This design comes from an exercise in tuning for small area and a short achievable clock period on the open sky130 flow, not from production work.
Function was checked by simulation only, so behaviour that the tests miss may differ from the original.
The flow treats the clock pin as an ideal source. Dropping or thinning the clock tree relies on that and would not hold on a real chip.
No activity file was given, so power comes from the tool's default toggle rates.

Setup of sierra:
// FIFO
module FIFO
#(parameter WORDLENGHT = 16, Mem_lenght = 32)
(
	input [WORDLENGHT-1:0]data_input,
	input push,
	input pop,
	input clk,
	input reset,
	input synch_rst,
	output [WORDLENGHT-1:0]data_out,
	output full_out,
	output empty_out
);
clock: 4.2 ns
lec_check: 0
cap_margin: 20
core_margin: 2
core_utilization: 55
cts_cluster_diameter: 100
cts_cluster_size: 30
place_density: 0.7
setup_slack_margin: 2.35
slew_margin: 20
synth_hierarchical: 1
synth_minimum_keep_size: 0
tns_end_percent: 0
standard.sh (not shown) runs the stock make flow with config.mk's settings and CLKGATE_MAP_FILE= SYNTH_SCRIPT=/design/flow/synth_recipe.tcl, a recipe that flattens the netlist after the stock synthesis.
==> flow/flow/run.sh <==
#!/bin/bash
# Standard ORFS layout with two changes:
#  - the port buffers are buf_4 cells instead of the slow delay-buffer cells
#    buffer_ports picks by default;
#  - after clock tree synthesis, flow/quad_clk.tcl rebuilds the top of the
#    clock tree: the clock port drives four root buffers, each driving the
#    leaf buffers of its quadrant (two buffers from port to every register).
set -euo pipefail
export BUFFER_PORTS_ARGS="-buffer_cell sky130_fd_sc_hd__buf_4"
export POST_CTS_TCL="$(pwd)/flow/quad_clk.tcl"
bash standard.sh > standard.log 2>&1
Other scripts of this flow, unchanged in this note and not shown: flow/flow/quad_clk.tcl
No stage failed in sierra, and the final checks on the layout all came back clean.
#### Input delta (indigo over sierra)
# sierra
export LEC_CHECK = 0
export CAP_MARGIN = 20
export CORE_MARGIN = 2
export CORE_UTILIZATION = 55
export CTS_CLUSTER_DIAMETER = 100
export CTS_CLUSTER_SIZE = 30
export PLACE_DENSITY = 0.7
export SETUP_SLACK_MARGIN = 2.35
export SLEW_MARGIN = 20
export SYNTH_HIERARCHICAL = 1
export SYNTH_MINIMUM_KEEP_SIZE = 0
export TNS_END_PERCENT = 0
create_clock -name core_clock -period 4.2 [get_ports {clk}]
# indigo
export LEC_CHECK = 0
export CAP_MARGIN = 20
export CORE_MARGIN = 2
export CORE_UTILIZATION = 55
export CTS_CLUSTER_DIAMETER = 100
export CTS_CLUSTER_SIZE = 30
export PLACE_DENSITY = 0.7
export SETUP_SLACK_MARGIN = 2.4
export SLEW_MARGIN = 20
export SYNTH_HIERARCHICAL = 1
export SYNTH_MINIMUM_KEEP_SIZE = 0
export TNS_END_PERCENT = 10
create_clock -name core_clock -period 4.2 [get_ports {clk}]
[summary]
For setup TNS, indigo and sierra come out practically identical. indigo: all stages complete, timing, DRC and antenna checks passed. Via count of the first global-routing pass, indigo and sierra, lower one = sierra. In indigo the minimum setup slack in the final design turned out 63 ps higher than in sierra. Routed length on met2: higher on indigo. Measured against each other, indigo and sierra differ in maximum number of pins on one net before global-route repair, the higher figure coming from indigo. Status: hold slack parity (indigo, sierra). Run comparison: indigo slowest cell on the critical path sky130_fd_sc_hd__dfrtp_4; sierra slowest cell on the critical path sky130_fd_sc_hd__buf_16. indigo vs sierra: period utilization down. [compare] base=sierra new=indigo: headroom to the max-slew limit shows an increase of 0.43 points, total detailed-routing wirelength saw an increase. Area growth from synthesis to layout, indigo and sierra, lower one = sierra. Re summed area of non-filler cells in the final layout: indigo and sierra aren't equal, and the lower value belongs to sierra.

* * *

Another version of the RTL of FIFO (not shown whole).
Size: roughly 1,100 cells after synthesis, roughly 520 flip-flops, roughly 39 I/O pins, about 19,000 µm² of cells after synthesis.
export LEC_CHECK = 0
export CAP_MARGIN = 20
export CORE_MARGIN = 2
export CORE_UTILIZATION = 40
export PLACE_DENSITY = 0.6
export SLEW_MARGIN = 20
create_clock -name core_clock -period 4.2 [get_ports {clk}]
run.sh (not shown) runs the stock make flow with config.mk's settings and CLKGATE_MAP_FILE= SYNTH_SCRIPT=/design/flow/synth_recipe.tcl, a recipe that flattens the netlist after the stock synthesis.
Stock flow here: none of the scripts above is used.
The first run finished clean.
Rerun with:
- CORE_UTILIZATION: 40 -> 55
- PLACE_DENSITY: 0.6 -> 0.7
- SETUP_SLACK_MARGIN: default -> 2.1
The new run finished clean.
Global-route usage increases by 6.9 points.
Routed wire length shrinks by about 4.5%.
Final cell count shrinks by about 6%.
Final area goes up by 2.4%.
Die area shrinks by 27%.
Via count rises by about 2.8%.
Clock-buffer cell count went down by 3.
Worst setup slack improved by 700 ps.
Clock power came out lower by about 2%.
Synthesized area stays the same.
Non-clock buffer count went up by 53.

separate check: timing with driven ports:
Ports are ideal in the flow. The routed layouts listed here were re-timed in OpenROAD.
Step 1 sets driving cells, clkbuf_16 on the clock port and buf_2 on the other inputs (assumed; they add their load-dependent delay and slew).
Step 2 times the ports against the registers' clock, not the clock port: input delays grow and output delays shrink by t, the midpoint of the rising clock arrivals with the driver on.
Slacks: no drivers / after step 1 / after step 2; pairs: no drivers / after step 1.
| run | t (ns) | setup slack, ns | hold slack, ns | latest minus earliest clock arrival (ns) |
|---|---|---|---|---|
| sierra | 0.424 | 2.317 / 2.329 / 1.973 | 0.376 / 0.376 / 0.376 | 0.084 / 0.084 |
| indigo | 0.419 | 2.380 / 2.330 / 2.041 | 0.373 / 0.373 / 0.373 | 0.082 / 0.082 |
| the first run of note 2 | 0.647 | 1.010 / 1.010 / 1.010 | 0.441 / 0.441 / 0.441 | 0.025 / 0.024 |
| the second run of note 2 | 0.633 | 1.708 / 1.708 / 1.561 | 0.447 / 0.447 / 0.447 | 0.027 / 0.027 |
After both steps setup and hold are still met in every run listed. The setup slack of sierra, which loses most, moves by +0.012 ns with the drivers and by -0.344 ns with both steps.
